Context: an optimization exercise on an open-source flow, tuned for small area. The choices shown serve that exercise and are no tape-out recipe.
In this exercise RTL edits were held to simulation tests only and were not proved equivalent to the original.
The clock port is modelled as an ideal driver, which makes a skipped or thinned clock tree look cheaper than it is; a real chip needs a root buffer or a tree.

## flow/flow/run.sh

```bash
#!/bin/bash
# Layout: the standard flow, with the port buffers made of the smallest
# buffer cell and a clock tree without dummy loads.
bash standard.sh "BUFFER_PORTS_ARGS=-buffer_cell sky130_fd_sc_hd__buf_1" \
  "CTS_ARGS=-sink_clustering_enable -repair_clock_nets -dont_use_dummy_load -buf_list sky130_fd_sc_hd__clkbuf_8" \
  finish > standard.log 2>&1
```

## flow/standard.sh

```bash
#!/bin/bash
# synth_recipe.tcl (not shown) runs the flow's synth.tcl, then flattens the netlist and writes it again
# the make line also repeats each setting of config.mk as NAME=value (left out here)
make -C /OpenROAD-flow-scripts/flow DESIGN_CONFIG=/design/flow/config.mk WORK_HOME=/design/flow/orfs CLKGATE_MAP_FILE= SYNTH_SCRIPT=/design/flow/synth_recipe.tcl "${@:-finish}"
```

## flow/config.mk

```make
export PLATFORM = sky130hd
export DESIGN_NAME = neuron
export DESIGN_NICKNAME = neuron
export VERILOG_FILES = /design/flow/design.v
export SDC_FILE = /design/flow/constraint.sdc
export NUM_CORES = 4
export LEC_CHECK = 0
export CAP_MARGIN = 20
export CORE_MARGIN = 2
export CORE_UTILIZATION = 60
export SLEW_MARGIN = 20
export SYNTH_HIERARCHICAL = 1
export SYNTH_MINIMUM_KEEP_SIZE = 0
```

## flow/constraint.sdc

```tcl
create_clock -name core_clock -period 12.0 [get_ports {clk}]
set_input_delay 2.4000 -clock core_clock [delete_from_list [all_inputs] [get_ports {clk}]]
set_output_delay 2.4000 -clock core_clock [all_outputs]
set_load 0.01 [all_outputs]
```

## flow/design.v

```verilog
module fa (
    input  a,
    input  b,
    input  c,
    output s,
    output co
);
assign s  = a ^ b ^ c;
assign co = (a & b) | (a & c) | (b & c);
endmodule
module ha (
    input  a,
    input  b,
    output s,
    output co
);
assign s  = a ^ b;
assign co = a & b;
endmodule
module x2 (
    input  a,
    input  b,
    output y
);
assign y = a ^ b;
endmodule
module neuron (
    input        reset,
    input        clk,
    input  [7:0] i_excitatory,
    input  [7:0] i_inhibitory,
    output       o_spike
);
reg  [13:0] vte;    
reg  [13:0] vti;    
reg  [13:0] v;      
reg         f;      
reg         g;      
wire [13:0] se;     
wire [13:0] si;     
wire [13:0] d;      
wire        ge;     
assign o_spike = f & ~g;
wire g1;
wire s2;
wire c3;
wire g4;
wire s5;
wire c6;
wire m7;
wire s8;
wire c9;
wire m10;
wire s11;
wire c12;
wire s13;
wire c14;
wire g15;
wire s16;
wire c17;
wire s18;
wire c19;
wire s20;
wire c21;
wire s22;
wire c23;
wire s24;
wire c25;
wire s26;
wire c27;
wire s28;
wire c29;
wire s30;
wire c31;
wire s32;
wire c33;
wire s34;
wire c35;
wire s36;
wire c37;
wire s38;
wire c39;
wire s40;
wire c41;
wire s42;
wire c43;
wire s44;
wire c45;
wire s46;
wire c47;
wire s48;
wire c49;
wire s50;
wire c51;
wire s52;
wire c53;
wire s54;
wire c55;
wire s56;
wire c57;
wire s58;
wire c59;
wire s60;
wire c61;
wire s62;
wire c63;
wire s64;
wire c65;
wire s66;
wire c67;
wire s68;
wire c69;
wire s70;
wire c71;
wire s72;
wire c73;
wire s74;
wire c75;
wire s76;
wire c77;
wire s78;
wire c79;
wire s80;
wire c81;
wire s82;
wire c83;
wire s84;
wire c85;
wire s86;
wire c87;
wire s88;
wire c89;
wire s90;
wire c91;
wire x92;
wire x93;
wire s94;
wire c95;
wire s96;
wire c97;
wire s98;
wire c99;
wire s100;
wire c101;
wire s102;
wire c103;
wire s104;
wire c105;
wire s106;
wire c107;
wire s108;
wire c109;
wire s110;
wire c111;
wire s112;
wire c113;
wire s114;
wire c115;
wire s116;
wire c117;
wire s118;
wire c119;
wire s120;
wire c121;
wire g122;
wire m123;
wire s124;
wire c125;
wire g126;
wire s127;
wire c128;
wire m129;
wire s130;
wire c131;
wire m132;
wire s133;
wire c134;
wire s135;
wire c136;
wire s137;
wire c138;
wire s139;
wire c140;
wire s141;
wire c142;
wire s143;
wire c144;
wire s145;
wire c146;
wire s147;
wire c148;
wire s149;
wire c150;
wire s151;
wire c152;
wire s153;
wire c154;
wire s155;
wire c156;
wire s157;
wire c158;
wire s159;
wire c160;
wire s161;
wire c162;
wire s163;
wire c164;
wire s165;
wire c166;
wire s167;
wire c168;
wire s169;
wire c170;
wire s171;
wire c172;
wire s173;
wire c174;
wire s175;
wire c176;
wire s177;
wire c178;
wire s179;
wire c180;
wire s181;
wire c182;
wire s183;
wire c184;
wire s185;
wire c186;
wire s187;
wire c188;
wire s189;
wire c190;
wire s191;
wire c192;
wire s193;
wire c194;
wire x195;
wire x196;
wire x197;
wire g198;
wire m199;
wire m200;
wire x201;
wire g202;
wire m203;
wire s204;
wire c205;
wire ni206;
wire m207;
wire s208;
wire c209;
wire ni210;
wire m211;
wire s212;
wire c213;
wire s214;
wire c215;
wire ni216;
wire s217;
wire c218;
wire s219;
wire c220;
wire s221;
wire c222;
wire ni223;
wire s224;
wire c225;
wire s226;
wire c227;
wire s228;
wire c229;
wire s230;
wire c231;
wire ni232;
wire s233;
wire c234;
wire s235;
wire c236;
wire s237;
wire c238;
wire s239;
wire c240;
wire ni241;
wire s242;
wire c243;
wire s244;
wire c245;
wire s246;
wire c247;
wire s248;
wire c249;
wire ni250;
wire s251;
wire c252;
wire s253;
wire c254;
wire s255;
wire c256;
wire s257;
wire c258;
wire ni259;
wire s260;
wire c261;
wire s262;
wire c263;
wire s264;
wire c265;
wire s266;
wire c267;
wire ni268;
wire s269;
wire c270;
wire s271;
wire c272;
wire s273;
wire c274;
wire ni275;
wire s276;
wire c277;
wire s278;
wire c279;
wire s280;
wire c281;
wire s282;
wire c283;
wire ni284;
wire s285;
wire c286;
wire s287;
wire c288;
wire s289;
wire c290;
wire ni291;
wire s292;
wire c293;
wire s294;
wire c295;
wire s296;
wire c297;
wire ni298;
wire s299;
wire c300;
wire s301;
wire c302;
wire x303;
wire g304;
wire s305;
wire c306;
wire x307;
wire g308;
wire x309;
wire g310;
wire s311;
wire c312;
wire s313;
wire c314;
wire x315;
wire x316;
wire x317;
wire x318;
wire x319;
wire g320;
wire s321;
wire c322;
wire ni323;
wire s324;
wire c325;
wire ni326;
wire s327;
wire c328;
wire ni329;
wire s330;
wire c331;
wire ni332;
wire s333;
wire c334;
wire ni335;
wire s336;
wire c337;
wire ni338;
wire s339;
wire c340;
wire ni341;
wire s342;
wire c343;
wire ni344;
wire s345;
wire c346;
wire ni347;
wire s348;
wire c349;
wire ni350;
wire s351;
wire c352;
wire s353;
wire c354;
wire ni355;
wire s356;
wire c357;
wire ni358;
assign g1 = vte[2] & vte[0];
fa u_s2 (.a(vte[3]), .b(vte[1]), .c(vte[0]), .s(s2), .co(c3));
assign g4 = g1 & s2;
fa u_s5 (.a(vte[4]), .b(vte[2]), .c(vte[1]), .s(s5), .co(c6));
assign m7 = (c3 & s5) | (c3 & g4) | (s5 & g4);
fa u_s8 (.a(vte[5]), .b(vte[3]), .c(vte[2]), .s(s8), .co(c9));
assign m10 = (c6 & s8) | (c6 & m7) | (s8 & m7);
fa u_s11 (.a(vte[6]), .b(vte[4]), .c(vte[3]), .s(s11), .co(c12));
fa u_s13 (.a(vte[0]), .b(c9), .c(s11), .s(s13), .co(c14));
assign g15 = s13 & m10;
fa u_s16 (.a(vte[7]), .b(vte[5]), .c(vte[4]), .s(s16), .co(c17));
fa u_s18 (.a(vte[1]), .b(c12), .c(s16), .s(s18), .co(c19));
fa u_s20 (.a(c14), .b(s18), .c(g15), .s(s20), .co(c21));
fa u_s22 (.a(vte[8]), .b(vte[6]), .c(vte[5]), .s(s22), .co(c23));
fa u_s24 (.a(vte[2]), .b(c17), .c(s22), .s(s24), .co(c25));
fa u_s26 (.a(c19), .b(s24), .c(c21), .s(s26), .co(c27));
fa u_s28 (.a(vte[9]), .b(vte[7]), .c(vte[6]), .s(s28), .co(c29));
fa u_s30 (.a(vte[3]), .b(c23), .c(s28), .s(s30), .co(c31));
fa u_s32 (.a(c25), .b(s30), .c(c27), .s(s32), .co(c33));
fa u_s34 (.a(vte[10]), .b(vte[8]), .c(vte[7]), .s(s34), .co(c35));
fa u_s36 (.a(vte[4]), .b(c29), .c(s34), .s(s36), .co(c37));
fa u_s38 (.a(c31), .b(s36), .c(c33), .s(s38), .co(c39));
fa u_s40 (.a(vte[11]), .b(vte[9]), .c(vte[8]), .s(s40), .co(c41));
fa u_s42 (.a(vte[5]), .b(c35), .c(s40), .s(s42), .co(c43));
fa u_s44 (.a(c37), .b(s42), .c(c39), .s(s44), .co(c45));
fa u_s46 (.a(vte[12]), .b(vte[10]), .c(vte[9]), .s(s46), .co(c47));
fa u_s48 (.a(vte[6]), .b(c41), .c(s46), .s(s48), .co(c49));
fa u_s50 (.a(c43), .b(s48), .c(c45), .s(s50), .co(c51));
fa u_s52 (.a(vte[13]), .b(vte[11]), .c(vte[10]), .s(s52), .co(c53));
fa u_s54 (.a(vte[7]), .b(c47), .c(s52), .s(s54), .co(c55));
fa u_s56 (.a(c49), .b(s54), .c(c51), .s(s56), .co(c57));
fa u_s58 (.a(vte[12]), .b(vte[11]), .c(vte[8]), .s(s58), .co(c59));
fa u_s60 (.a(c53), .b(s58), .c(c55), .s(s60), .co(c61));
ha u_s62 (.a(s60), .b(c57), .s(s62), .co(c63));
fa u_s64 (.a(vte[13]), .b(vte[12]), .c(vte[9]), .s(s64), .co(c65));
fa u_s66 (.a(c59), .b(s64), .c(c61), .s(s66), .co(c67));
ha u_s68 (.a(s66), .b(c63), .s(s68), .co(c69));
fa u_s70 (.a(vte[13]), .b(vte[10]), .c(c65), .s(s70), .co(c71));
fa u_s72 (.a(s70), .b(c67), .c(c69), .s(s72), .co(c73));
fa u_s74 (.a(vte[11]), .b(c71), .c(c73), .s(s74), .co(c75));
fa u_s76 (.a(vte[12]), .b(i_excitatory[0]), .c(i_excitatory[1]), .s(s76), .co(c77));
fa u_s78 (.a(i_excitatory[2]), .b(i_excitatory[3]), .c(i_excitatory[4]), .s(s78), .co(c79));
fa u_s80 (.a(i_excitatory[5]), .b(i_excitatory[6]), .c(i_excitatory[7]), .s(s80), .co(c81));
fa u_s82 (.a(s76), .b(s78), .c(s80), .s(s82), .co(c83));
ha u_s84 (.a(s82), .b(c75), .s(s84), .co(c85));
fa u_s86 (.a(vte[13]), .b(c77), .c(c79), .s(s86), .co(c87));
fa u_s88 (.a(c81), .b(c83), .c(s86), .s(s88), .co(c89));
ha u_s90 (.a(s88), .b(c85), .s(s90), .co(c91));
x2 u_x92 (.a(c87), .b(c89), .y(x92));
x2 u_x93 (.a(x92), .b(c91), .y(x93));
ha u_s94 (.a(vti[2]), .b(vti[0]), .s(s94), .co(c95));
fa u_s96 (.a(vti[3]), .b(vti[1]), .c(c95), .s(s96), .co(c97));
fa u_s98 (.a(vti[4]), .b(vti[2]), .c(c97), .s(s98), .co(c99));
fa u_s100 (.a(vti[5]), .b(vti[3]), .c(c99), .s(s100), .co(c101));
fa u_s102 (.a(vti[6]), .b(vti[4]), .c(c101), .s(s102), .co(c103));
fa u_s104 (.a(vti[7]), .b(vti[5]), .c(c103), .s(s104), .co(c105));
fa u_s106 (.a(vti[8]), .b(vti[6]), .c(c105), .s(s106), .co(c107));
fa u_s108 (.a(vti[9]), .b(vti[7]), .c(c107), .s(s108), .co(c109));
fa u_s110 (.a(vti[10]), .b(vti[8]), .c(c109), .s(s110), .co(c111));
fa u_s112 (.a(vti[11]), .b(vti[9]), .c(c111), .s(s112), .co(c113));
fa u_s114 (.a(vti[12]), .b(vti[10]), .c(c113), .s(s114), .co(c115));
fa u_s116 (.a(vti[13]), .b(vti[11]), .c(c115), .s(s116), .co(c117));
ha u_s118 (.a(vti[12]), .b(c117), .s(s118), .co(c119));
ha u_s120 (.a(vti[13]), .b(c119), .s(s120), .co(c121));
assign g122 = vti[0] & s96;
assign m123 = (vti[1] & g122) | (vti[1] & s98) | (g122 & s98);
fa u_s124 (.a(vti[0]), .b(s94), .c(s100), .s(s124), .co(c125));
assign g126 = m123 & s124;
fa u_s127 (.a(vti[1]), .b(s96), .c(s102), .s(s127), .co(c128));
assign m129 = (c125 & g126) | (c125 & s127) | (g126 & s127);
fa u_s130 (.a(s94), .b(s98), .c(s104), .s(s130), .co(c131));
assign m132 = (c128 & m129) | (c128 & s130) | (m129 & s130);
fa u_s133 (.a(s96), .b(s100), .c(s106), .s(s133), .co(c134));
fa u_s135 (.a(c131), .b(m132), .c(s133), .s(s135), .co(c136));
fa u_s137 (.a(s98), .b(s102), .c(s108), .s(s137), .co(c138));
fa u_s139 (.a(c134), .b(c136), .c(s137), .s(s139), .co(c140));
fa u_s141 (.a(s100), .b(s104), .c(s110), .s(s141), .co(c142));
fa u_s143 (.a(c138), .b(c140), .c(s141), .s(s143), .co(c144));
fa u_s145 (.a(s102), .b(s106), .c(s112), .s(s145), .co(c146));
fa u_s147 (.a(c142), .b(c144), .c(s145), .s(s147), .co(c148));
fa u_s149 (.a(s104), .b(s108), .c(s114), .s(s149), .co(c150));
fa u_s151 (.a(c146), .b(c148), .c(s149), .s(s151), .co(c152));
fa u_s153 (.a(s106), .b(s110), .c(s116), .s(s153), .co(c154));
fa u_s155 (.a(c150), .b(c152), .c(s153), .s(s155), .co(c156));
fa u_s157 (.a(s108), .b(s112), .c(s118), .s(s157), .co(c158));
fa u_s159 (.a(c154), .b(s157), .c(c156), .s(s159), .co(c160));
fa u_s161 (.a(s110), .b(s114), .c(s120), .s(s161), .co(c162));
fa u_s163 (.a(c158), .b(s161), .c(c160), .s(s163), .co(c164));
fa u_s165 (.a(s112), .b(s116), .c(c121), .s(s165), .co(c166));
fa u_s167 (.a(c162), .b(s165), .c(c164), .s(s167), .co(c168));
fa u_s169 (.a(s114), .b(s118), .c(c166), .s(s169), .co(c170));
ha u_s171 (.a(s169), .b(c168), .s(s171), .co(c172));
fa u_s173 (.a(s116), .b(s120), .c(c170), .s(s173), .co(c174));
ha u_s175 (.a(s173), .b(c172), .s(s175), .co(c176));
fa u_s177 (.a(i_inhibitory[0]), .b(i_inhibitory[1]), .c(i_inhibitory[2]), .s(s177), .co(c178));
fa u_s179 (.a(i_inhibitory[3]), .b(i_inhibitory[4]), .c(i_inhibitory[5]), .s(s179), .co(c180));
fa u_s181 (.a(i_inhibitory[6]), .b(i_inhibitory[7]), .c(s177), .s(s181), .co(c182));
fa u_s183 (.a(s179), .b(s181), .c(s118), .s(s183), .co(c184));
fa u_s185 (.a(c121), .b(s183), .c(c174), .s(s185), .co(c186));
ha u_s187 (.a(s185), .b(c176), .s(s187), .co(c188));
fa u_s189 (.a(c178), .b(c180), .c(c182), .s(s189), .co(c190));
fa u_s191 (.a(s189), .b(s120), .c(c184), .s(s191), .co(c192));
fa u_s193 (.a(s191), .b(c186), .c(c188), .s(s193), .co(c194));
x2 u_x195 (.a(c190), .b(c121), .y(x195));
x2 u_x196 (.a(x195), .b(c192), .y(x196));
x2 u_x197 (.a(x196), .b(c194), .y(x197));
assign g198 = v[1] & v[0];
assign m199 = (v[2] & v[1]) | (v[2] & g198) | (v[1] & g198);
assign m200 = (v[3] & v[2]) | (v[3] & m199) | (v[2] & m199);
x2 u_x201 (.a(v[4]), .b(v[3]), .y(x201));
assign g202 = ~(v[4] | v[3]);
assign m203 = (v[0] & x201) | (v[0] & ~m200) | (x201 & ~m200);
assign ni206 = ~v[1];
fa u_s204 (.a(v[5]), .b(v[4]), .c(ni206), .s(s204), .co(c205));
assign m207 = (g202 & ~s204) | (g202 & m203) | (~s204 & m203);
assign ni210 = ~v[2];
fa u_s208 (.a(v[6]), .b(v[5]), .c(ni210), .s(s208), .co(c209));
assign m211 = (c205 & s208) | (c205 & ~m207) | (s208 & ~m207);
fa u_s212 (.a(v[7]), .b(v[6]), .c(v[0]), .s(s212), .co(c213));
assign ni216 = ~v[3];
fa u_s214 (.a(ni216), .b(c209), .c(s212), .s(s214), .co(c215));
fa u_s217 (.a(s214), .b(s20), .c(m211), .s(s217), .co(c218));
fa u_s219 (.a(v[8]), .b(v[7]), .c(v[1]), .s(s219), .co(c220));
assign ni223 = ~v[4];
fa u_s221 (.a(ni223), .b(c213), .c(s219), .s(s221), .co(c222));
fa u_s224 (.a(c215), .b(s221), .c(s26), .s(s224), .co(c225));
ha u_s226 (.a(c218), .b(s224), .s(s226), .co(c227));
fa u_s228 (.a(v[9]), .b(v[8]), .c(v[2]), .s(s228), .co(c229));
assign ni232 = ~v[5];
fa u_s230 (.a(ni232), .b(c220), .c(s228), .s(s230), .co(c231));
fa u_s233 (.a(c222), .b(s230), .c(s32), .s(s233), .co(c234));
fa u_s235 (.a(c225), .b(c227), .c(s233), .s(s235), .co(c236));
fa u_s237 (.a(v[10]), .b(v[9]), .c(v[3]), .s(s237), .co(c238));
assign ni241 = ~v[6];
fa u_s239 (.a(ni241), .b(c229), .c(s237), .s(s239), .co(c240));
fa u_s242 (.a(c231), .b(s239), .c(s38), .s(s242), .co(c243));
fa u_s244 (.a(c234), .b(c236), .c(s242), .s(s244), .co(c245));
fa u_s246 (.a(v[11]), .b(v[10]), .c(v[4]), .s(s246), .co(c247));
assign ni250 = ~v[7];
fa u_s248 (.a(ni250), .b(c238), .c(s246), .s(s248), .co(c249));
fa u_s251 (.a(c240), .b(s248), .c(s44), .s(s251), .co(c252));
fa u_s253 (.a(c243), .b(c245), .c(s251), .s(s253), .co(c254));
fa u_s255 (.a(v[12]), .b(v[11]), .c(v[5]), .s(s255), .co(c256));
assign ni259 = ~v[8];
fa u_s257 (.a(ni259), .b(c247), .c(s255), .s(s257), .co(c258));
fa u_s260 (.a(c249), .b(s257), .c(s50), .s(s260), .co(c261));
fa u_s262 (.a(c252), .b(c254), .c(s260), .s(s262), .co(c263));
fa u_s264 (.a(v[13]), .b(v[12]), .c(v[6]), .s(s264), .co(c265));
assign ni268 = ~v[9];
fa u_s266 (.a(ni268), .b(c256), .c(s264), .s(s266), .co(c267));
fa u_s269 (.a(c258), .b(s266), .c(s56), .s(s269), .co(c270));
fa u_s271 (.a(c261), .b(c263), .c(s269), .s(s271), .co(c272));
assign ni275 = ~v[10];
fa u_s273 (.a(v[13]), .b(ni275), .c(v[7]), .s(s273), .co(c274));
fa u_s276 (.a(c265), .b(s273), .c(c267), .s(s276), .co(c277));
fa u_s278 (.a(s276), .b(s62), .c(c270), .s(s278), .co(c279));
ha u_s280 (.a(c272), .b(s278), .s(s280), .co(c281));
assign ni284 = ~v[11];
fa u_s282 (.a(ni284), .b(v[8]), .c(c274), .s(s282), .co(c283));
fa u_s285 (.a(s282), .b(c277), .c(s68), .s(s285), .co(c286));
fa u_s287 (.a(c279), .b(s285), .c(c281), .s(s287), .co(c288));
assign ni291 = ~v[12];
fa u_s289 (.a(ni291), .b(v[9]), .c(c283), .s(s289), .co(c290));
fa u_s292 (.a(s289), .b(s72), .c(c286), .s(s292), .co(c293));
ha u_s294 (.a(s292), .b(c288), .s(s294), .co(c295));
assign ni298 = ~v[13];
fa u_s296 (.a(ni298), .b(v[10]), .c(c290), .s(s296), .co(c297));
fa u_s299 (.a(s296), .b(s74), .c(c293), .s(s299), .co(c300));
ha u_s301 (.a(c295), .b(s299), .s(s301), .co(c302));
x2 u_x303 (.a(v[11]), .b(c297), .y(x303));
assign g304 = ~(v[11] | c297);
fa u_s305 (.a(s84), .b(c300), .c(c302), .s(s305), .co(c306));
x2 u_x307 (.a(x303), .b(s305), .y(x307));
assign g308 = ~x303 & s305;
x2 u_x309 (.a(v[12]), .b(g304), .y(x309));
assign g310 = ~(v[12] | ~g304);
fa u_s311 (.a(x309), .b(s90), .c(c306), .s(s311), .co(c312));
ha u_s313 (.a(g308), .b(s311), .s(s313), .co(c314));
x2 u_x315 (.a(v[13]), .b(g310), .y(x315));
x2 u_x316 (.a(x315), .b(x93), .y(x316));
x2 u_x317 (.a(x316), .b(c312), .y(x317));
x2 u_x318 (.a(c314), .b(x317), .y(x318));
x2 u_x319 (.a(s217), .b(s135), .y(x319));
assign g320 = ~(s217 | ~s135);
assign ni323 = ~s226;
fa u_s321 (.a(ni323), .b(g320), .c(s139), .s(s321), .co(c322));
assign ni326 = ~s235;
fa u_s324 (.a(ni326), .b(s143), .c(c322), .s(s324), .co(c325));
assign ni329 = ~s244;
fa u_s327 (.a(ni329), .b(s147), .c(c325), .s(s327), .co(c328));
assign ni332 = ~s253;
fa u_s330 (.a(ni332), .b(s151), .c(c328), .s(s330), .co(c331));
assign ni335 = ~s262;
fa u_s333 (.a(ni335), .b(s155), .c(c331), .s(s333), .co(c334));
assign ni338 = ~s271;
fa u_s336 (.a(ni338), .b(s159), .c(c334), .s(s336), .co(c337));
assign ni341 = ~s280;
fa u_s339 (.a(ni341), .b(s163), .c(c337), .s(s339), .co(c340));
assign ni344 = ~s287;
fa u_s342 (.a(ni344), .b(s167), .c(c340), .s(s342), .co(c343));
assign ni347 = ~s294;
fa u_s345 (.a(ni347), .b(s171), .c(c343), .s(s345), .co(c346));
assign ni350 = ~s301;
fa u_s348 (.a(ni350), .b(s175), .c(c346), .s(s348), .co(c349));
fa u_s351 (.a(x307), .b(s187), .c(c349), .s(s351), .co(c352));
assign ni355 = ~s313;
fa u_s353 (.a(ni355), .b(s193), .c(c352), .s(s353), .co(c354));
assign ni358 = ~x318;
fa u_s356 (.a(ni358), .b(x197), .c(c354), .s(s356), .co(c357));
assign se[0] = s20;
assign si[0] = s135;
assign d[0] = x319;
assign se[1] = s26;
assign si[1] = s139;
assign d[1] = ~s321;
assign se[2] = s32;
assign si[2] = s143;
assign d[2] = ~s324;
assign se[3] = s38;
assign si[3] = s147;
assign d[3] = ~s327;
assign se[4] = s44;
assign si[4] = s151;
assign d[4] = ~s330;
assign se[5] = s50;
assign si[5] = s155;
assign d[5] = ~s333;
assign se[6] = s56;
assign si[6] = s159;
assign d[6] = ~s336;
assign se[7] = s62;
assign si[7] = s163;
assign d[7] = ~s339;
assign se[8] = s68;
assign si[8] = s167;
assign d[8] = ~s342;
assign se[9] = s72;
assign si[9] = s171;
assign d[9] = ~s345;
assign se[10] = s74;
assign si[10] = s175;
assign d[10] = ~s348;
assign se[11] = s84;
assign si[11] = s187;
assign d[11] = ~s351;
assign se[12] = s90;
assign si[12] = s193;
assign d[12] = ~s353;
assign se[13] = x93;
assign si[13] = x197;
assign d[13] = ~s356;
assign ge = ~c357;
always @(posedge clk or negedge reset) begin
    if (!reset) begin
        vte <= 14'd0;
        vti <= 14'd0;
        v   <= 14'd0;
        f   <= 1'b0;
        g   <= 1'b0;
    end else begin
        vte <= se;
        vti <= si;
        v   <= (ge & ~o_spike) ? d : 14'd0;
        f   <= (v >= 14'h1300);
        g   <= f;
    end
end
endmodule
```

==> summary.md, run 1 <==
| Metric | Value |
|---|---|
| Status | `finished clean` |
| Worst Setup End Kind | `flip-flop` |
| CP max stage delay | `0.62 ns` |
| Layout cells sized above 1 | `0.0337` |
| Synth area leaders | `fa_1 (61%), dfrtp_1 (25%), ha_1 (4.2%), xor2_1 (2.8%), inv_1 (2.2%)` |
| Setup TNS | `0 ns` |
| Top_reg_cell synth | `dfrtp_1` |
| Post-synthesis cell type count | `23` |
| Synth cell count leaders | `fa_1 (134), dfrtp_1 (44), inv_1 (26)` |
| Routed Antenna Nets | `0` |
| PortBufs | `18` |
| Initial antenna violation count | `0` |
| Clk_skew | `approximately 0.014 ns` |
| DRC viols | `0` |
| Post_cts resized | `0` |
| Crit share post-route | `0.863` |
| Critical path class | `reg2reg` |
| Core box area | `0.00721 sq mm` |
| Fillers | `560` |
| Delay-heaviest family, CP | `adder cells` |
| Final Hold Viols | `0` |
| Sink Count | `between 40 and 50` |
| Mean post-synth cell area | `about 16 sq um` |
| Vias per inst | `approximately 5.2` |
| Most used standard cell by instance count after synthesis | `fa_1` |
| Largest area contributor in the netlist | `fa_1` |
| Worst-Skew Late Latency | `about 0.30 ns` |
| CP arrival | `roughly 11 ns` |
| Multi-input gate area | `0.00322 sq mm` |
| DRT Wirelength | `~6.1 mm` |
| Most common cell on crit path | `fa_1` |
| Total Routing Usage GR | `0.188` |
| Post-synthesis sequential area ratio | `0.249` |
| Final-report max-slew violation count | `0` |
| F_max | `96.6 MHz` |
| Vias in the first global route | `~2500` |
| Crit path setup slack, layout | `about 1.6 ns` |
| Share of the synthesized area in the top cell type | `0.606` |
| First-pass GRT wire length | `roughly 12 mm` |
| Hold slack | `around 0.4 ns` |
| Starting Density | `0.614` |
| Syn_nets | `around 440` |
| CTS Root Cell | `clkbuf_8` |
| Place WS | `between 1.5 and 2 ns` |
| Ys async rst share | `1.00` |
| Worst Tran Pin Value | `between 0.5 and 0.6 ns` |
| Synth Warn # | `7` |
| Worst-path maximum fanout | `14` |
| Fin nets | `466` |
| Clock Path Buffers | `2` |
| Type of the worst min-delay path | `reg2reg` |
| Hold-fix buffers, CTS | `0` |
| Largest net degree at the start of global routing | `between 40 and 50` |
| GRT overflow | `0` |
| DIE WIDTH | `89.9 microns` |
| Top-Level Pins | `19` |
| N_diodes | `0` |
| Initial DRC count | `78` |
| Die H | `89.9 microns` |
| Final setup fails | `0` |
| Via count | `slightly above 2000` |
| Post-CTS setup buffers | `0` |
| Sequential cell area | `between 0.001 and 0.0015 sq mm` |
| Relative slew slack | `0.631` |
| Worst setup SP type | `flip-flop` |
| Mapped Area | `0.00443 sq mm` |
| CP bufs+invs | `0` |
| Num CTS Buffers | `5` |
| Maxcap violations | `0` |
| Routability cong. | `0.762` |
| CTS tree | `built` |
| FP Rows | `31` |
| Drt pass-1 iters | `4` |
| Die area | `0.00808 sq mm` |
| Post-synthesis register bit count | `44` |
| Post-synth EDFFs | `0` |
| Wire per inst | `15.5 microns` |
| Clock slew at reported path FFs | `0.08 ns` |
| Tmin final | `roughly 10 ns` |
| Detailed Place HPWL | `about 5.7 mm` |
| CP max stage cell | `fa_1` |
| RSZ-0062 raised after global routing | `no` |
| Area Growth Syn to Fin | `5.77%` |
| Post-synthesis cell count | `around 280` |
| Critical Path RT | `approximately 12 ns` |
| CTS H-tree depth | `2` |
-- cells by family after synthesis --
logic type / share of synthesized area
AOI/OAI and AO/OA: 0.0198
xor gates and xnor gates: 0.0277
buffers and inverters: 0.0240
adders and majority gates: 0.653
DFF: 0.249
and+or+nand+nor: 0.0263
-- modules after synthesis, one instance, submodules excluded --
module,flip-flops and latches,cells inside,area (sq um)
fa,0,1,20.0
ha,0,1,12.5
neuron,44,113,1430
x2,0,1,8.76
-- area by class of cell --
type,count,area share
multi-input combinational,204,0.688
sequential,44,0.235
inverter,26,0.0208
tap,99,0.0265
timing repair buffer,18,0.0152
clock buffer,5,0.0147
-- cell usage in the layout (no fill, tap or decap), types with 2 or more instances in the layout --
cell | synthesis | routed
a211oi_1 | 2 | 2
nor3_1 | 2 | 2
nor2_1 | 17 | 17
clkbuf_8 | 0 | 5
ha_1 | 15 | 15
dfrtp_1 | 44 | 44
fa_1 | 134 | 134
inv_1 | 26 | 26
nor2b_1 | 3 | 3
nand2_1 | 3 | 3
maj3_2 | 2 | 2
buf_1 | 0 | 17
o21ai_0 | 3 | 3
xor2_1 | 14 | 14
-- flip-flops by register name, summed over array words and instances (netlist names) --
signal	cells
vti	14
vte	14
v	14
f	1
g	1
-- worst paths after layout --
check	start	end	slack (ns)	cells after the start
worst max-delay path	vti[0]	v[5]	1.64	25
worst min-delay path	f	g	0.39	0
worst max register to register	vti[0]	v[5]	1.64	25
worst min register to register	f	g	0.39	0
max in group asynchronous	reset	v[4]	9.52	1
min in group asynchronous	reset	vte[0]	2.09	1
-- stage by stage --
stage	utilization	cells	instance area, sq um
finish	0.649	396	4680
global route	0.649	396	4680
CTS	0.649	396	4680
detailed placement	0.639	391	4610
global placement	0.639	391	4610
floorplan	-	276	4430
-- layer usage --
metal | GRT usage | share of wire
met1 | 0.266 | 0.41
met2 | 0.316 | 0.55
met3 | 0.0360 | 0.022
met4 | 0.0359 | 0.011
met5 | 0 | 0
==> run 2: changes to the inputs <==
==> flow/flow/run.sh (replaced) <==
#!/bin/bash
# Layout: the standard flow, with the port buffers made of the smallest
# buffer cell, a clock tree without dummy loads and without a root buffer
# (the clock port drives the four leaf buffers).
bash standard.sh "BUFFER_PORTS_ARGS=-buffer_cell sky130_fd_sc_hd__buf_1" \
  "CTS_ARGS=-sink_clustering_enable -repair_clock_nets -dont_use_dummy_load -buf_list sky130_fd_sc_hd__clkbuf_8" \
  "POST_CTS_TCL=$(pwd)/flow/post_cts.tcl" \
  finish > standard.log 2>&1
==> flow/flow/post_cts.tcl (new file) <==
set block [ord::get_db_block]
set root [$block findInst clkbuf_0_clk]
if { $root != "NULL" } {
  set clk_net [[$root findITerm A] getNet]
  set mid_net [[$root findITerm X] getNet]
  set loads {}
  foreach it [$mid_net getITerms] {
    if { [$it getInst] != $root } { lappend loads $it }
  }
  if { [llength $loads] <= 4 } {
    foreach it $loads {
      $it disconnect
      $it connect $clk_net
    }
    odb::dbInst_destroy $root
    odb::dbNet_destroy $mid_net
    puts "post_cts: removed root buffer, clock port drives [llength $loads] buffers"
  }
}
==> run 2 against run 1 <==
Compared with the run above:
- still clean on timing, DRC and antenna
- routed wire length shrank 0.88%
- worst setup slack worse by 0.00069 ns
- core utilization down 0.19 points
- via count down 0.34%
- sequential cell count unchanged
- final area is 0.29% lower
- largest cell class unchanged
- highest routed layer unchanged
==> summary.md, run 2 <==
| Metric | Value |
|---|---|
| Status | `finished clean (unchanged)` |
| Most used standard cell by instance count after synthesis | `fa_1 (unchanged)` |
| FP Rows | `31 (unchanged)` |
| Drt pass-1 iters | `4 (unchanged)` |
| Worst-path maximum fanout | `14 (unchanged)` |
| Detailed Place HPWL | `5.69 mm (unchanged)` |
| Total Routing Usage GR | `0.185 (was 0.188)` |
| Vias in the first global route | `2493 (was 2503)` |
| Mean post-synth cell area | `16.0 sq um (unchanged)` |
| Worst reg2reg path endpoint | `v[5] (unchanged)` |
| R2R Setup Slk | `1.64 ns (about the same)` |
| CP arrival | `10.42 ns (was 10.57 ns)` |
| Routed Antenna Nets | `0 (unchanged)` |
| DIE WIDTH | `89.9 microns (unchanged)` |
| Mapped Area | `0.00443 sq mm (unchanged)` |
| WL met1 | `2.54 mm (about the same)` |
| Wire length on met3 | `85 microns (was 135 microns)` |
| Final-report max-slew violation count | `0 (unchanged)` |
| Worst Tran Pin Value | `0.558 ns (was 0.554 ns)` |
| PortBufs | `18 (unchanged)` |
| Sequential cell area | `0.00110 sq mm (unchanged)` |
| Routability cong. | `0.762 (unchanged)` |
| Critical path class | `reg2reg (unchanged)` |
| Maxcap violations | `0 (unchanged)` |
| Worst Setup End Kind | `flip-flop (unchanged)` |
| Crit share post-route | `0.863 (about the same)` |
| Share of the synthesized area in the top cell type | `0.606 (unchanged)` |
| Setup crit end | `v[5] (unchanged)` |
| Ys async rst share | `1.00 (unchanged)` |
| Final Hold Viols | `0 (unchanged)` |
| Regs by FF count | `v: 14 flops, vte: 14 flops, vti: 14 flops (unchanged)` |
| Vias per inst | `5.22 (about the same)` |
| Worst r2r path cells | `25 (unchanged)` |
| Clk_skew | `0.0129 ns (was 0.0138 ns)` |
| Met2 WL post-DR | `3.42 mm (was 3.41 mm)` |
| Core box area | `0.00721 sq mm (unchanged)` |
| Via count | `2061 (was 2068)` |
| Syn_nets | `443 (unchanged)` |
| F_max | `96.5 MHz (was 96.6 MHz)` |
| Fin util | `0.647 (was 0.649)` |
| Worst setup SP type | `flip-flop (unchanged)` |
| Area Growth Syn to Fin | `5.46% (was 5.77%)` |
| Initial antenna violation count | `0 (unchanged)` |
| Worst r2r src | `vti[0] (unchanged)` |
| RSZ-0062 raised after global routing | `no (unchanged)` |
| Launching element of the worst setup path | `vti[0] (unchanged)` |
| Relative slew slack | `0.628 (was 0.631)` |
| Worst-Skew Late Latency | `0.14 ns (was 0.30 ns)` |
| Tmin final | `10.36 ns (about the same)` |
| Synth Warn # | `7 (unchanged)` |
| Wire per inst | `15.4 microns (was 15.5 microns)` |
| Synth cell count leaders | `fa_1 (134), dfrtp_1 (44), inv_1 (26) (unchanged)` |
| Largest area contributor in the netlist | `fa_1 (unchanged)` |
| Clock slew at reported path FFs | `0.08 ns (about the same)` |
| Top-Level Pins | `19 (unchanged)` |
| Final setup fails | `0 (unchanged)` |
| Setup TNS | `0 ns (unchanged)` |
| Sink Count | `44 (unchanged)` |
| Commonest non-fill, non-tap cell in the layout | `fa_1 (unchanged)` |
| Critical Path RT | `12.06 ns (was 12.21 ns)` |
| Post-synthesis cell count | `276 (unchanged)` |
| Post-synthesis cell type count | `23 (unchanged)` |
| DRT Wirelength | `6.10 mm (was 6.15 mm)` |
| Die area | `0.00808 sq mm (unchanged)` |
| Initial DRC count | `61 (was 78)` |
| GRT overflow | `0 (unchanged)` |
| Layout cells sized above 1 | `0.0304 (was 0.0337)` |
| Synth area leaders | `fa_1 (61%), dfrtp_1 (25%), ha_1 (4.2%), xor2_1 (2.8%), inv_1 (2.2%) (unchanged)` |
| Top_reg_cell synth | `dfrtp_1 (unchanged)` |
| Die H | `89.9 microns (unchanged)` |
| Type of the worst min-delay path | `reg2reg (unchanged)` |
| Most frequent cells in the layout | `fa_1 (134), dfrtp_1 (44), inv_1 (26) (unchanged)` |
| Top sig layer | `met4 (unchanged)` |
| DRC viols | `0 (unchanged)` |
| Post-synthesis register bit count | `44 (unchanged)` |
| Hold slack | `0.389 ns (about the same)` |
| Post-synth EDFFs | `0 (unchanged)` |
| N_diodes | `0 (unchanged)` |
| Largest net degree at the start of global routing | `45 (unchanged)` |
| First-pass GRT wire length | `11.8 mm (was 11.9 mm)` |
| Post-synthesis sequential area ratio | `0.249 (unchanged)` |
| Starting Density | `0.614 (unchanged)` |
| Fillers | `559 (was 560)` |
| Multi-input gate area | `0.00322 sq mm (unchanged)` |
| Fin nets | `465 (was 466)` |
[run 2: cell count changes in the layout (fill, tap and decap cells not counted), sizes merged]
cell,change
clkbuf,-1
[run 2: kinds of logic after synthesis]
family                   count (synthesis)  share of synthesized area
flip-flops                              44                      0.249
buffers and inverters                   28                     0.0240
AND/OR/NAND/NOR                         27                     0.0263
adder cells (fa/ha/maj)                151                      0.653
AO/OA/AOI/OAI                           12                     0.0198
XOR/XNOR                                14                     0.0277
[run 2: critical path, stage by stage (launching register included)]
cell and delay [ns]:
dfrtp_1 0.43, ha_1 0.21, fa_1 0.38, fa_1 0.39
fa_1 0.38, fa_1 0.38, fa_1 0.39, fa_1 0.62
fa_1 0.47, fa_1 0.40, fa_1 0.42, fa_1 0.42
fa_1 0.42, fa_1 0.42, fa_1 0.42, fa_1 0.39
fa_1 0.49, fa_1 0.42, fa_1 0.38, fa_1 0.38
fa_1 0.38, fa_1 0.38, fa_1 0.39, fa_1 0.35
or2_2 0.42, nor2_1 0.13
[run 2: metal layers]
metal | vias to the layer above | global-route usage
li1 | 888 | -
met1 | 1156 | 0.266
met2 | 13 | 0.316
met3 | 4 | 0.0310
met4 | 0 | 0.0244
met5 | - | 0
[run 2: how the worst min path moves through the flow]
| stage | from | end | slack [ns] | depth (start not counted) |
|---|---|---|---|---|
| 5_1_grt | f | g | 0.40 | 0 |
| 6_report | f | g | 0.39 | 0 |
| 3_5_place_dp | f | g | 0.36 | 0 |
| 2_1_floorplan | f | g | 0.35 | 0 |
| 3_3_place_gp | f | g | 0.37 | 0 |
[run 2: layout make-up]
cell class | count | area share
clock buffer | 4 | 0.0118
inverter | 26 | 0.0209
multi-input combinational | 204 | 0.690
sequential | 44 | 0.236
tap | 99 | 0.0265
timing repair buffer | 18 | 0.0153
[run 2: modules after synthesis, one instance, submodules excluded]
| module | area [sq um] | times used | flip-flops and latches | cells inside |
|---|---|---|---|---|
| neuron | 1430 | 1 | 44 | 113 |
| x2 | 8.76 | 14 | 0 | 1 |
| fa | 20.0 | 134 | 0 | 1 |
| ha | 12.5 | 15 | 0 | 1 |
[run 2: through the flow]
step                      cell area, sq um  setup WS (ns)  instances
final                                 4670           1.64        395
after global placement                4610           1.75        391
after detailed placement              4610           1.61        391
after floorplan                       4430           1.75        276
after global routing                  4670           1.22        395

==> separate check: timing with driven ports <==
In the flow no input, the clock included, has a driving cell. The finished layouts below were timed again as built, in two steps. Step 1, drivers: a clkbuf_16 drives clk and a buf_2 each remaining input, both assumed. Step 2 adds t to the input delays and takes it off the output delays; t is the mean of the earliest and latest rising clock arrival at the registers after step 1. Input paths then give back, and output paths get back, about the clock's delay inside the block. Three values: ideal, step 1, step 2; two values: the first two.
| run | t, ns | setup slack, ns | cell pins on the clock port's net |
|---|---|---|---|
| run 1 | 0.319 | 1.643 / 1.643 / 1.643 | 1 |
| run 2 | 0.186 | 1.642 / 1.642 / 1.642 | 4 |
After both steps setup and hold are still met in every run listed.
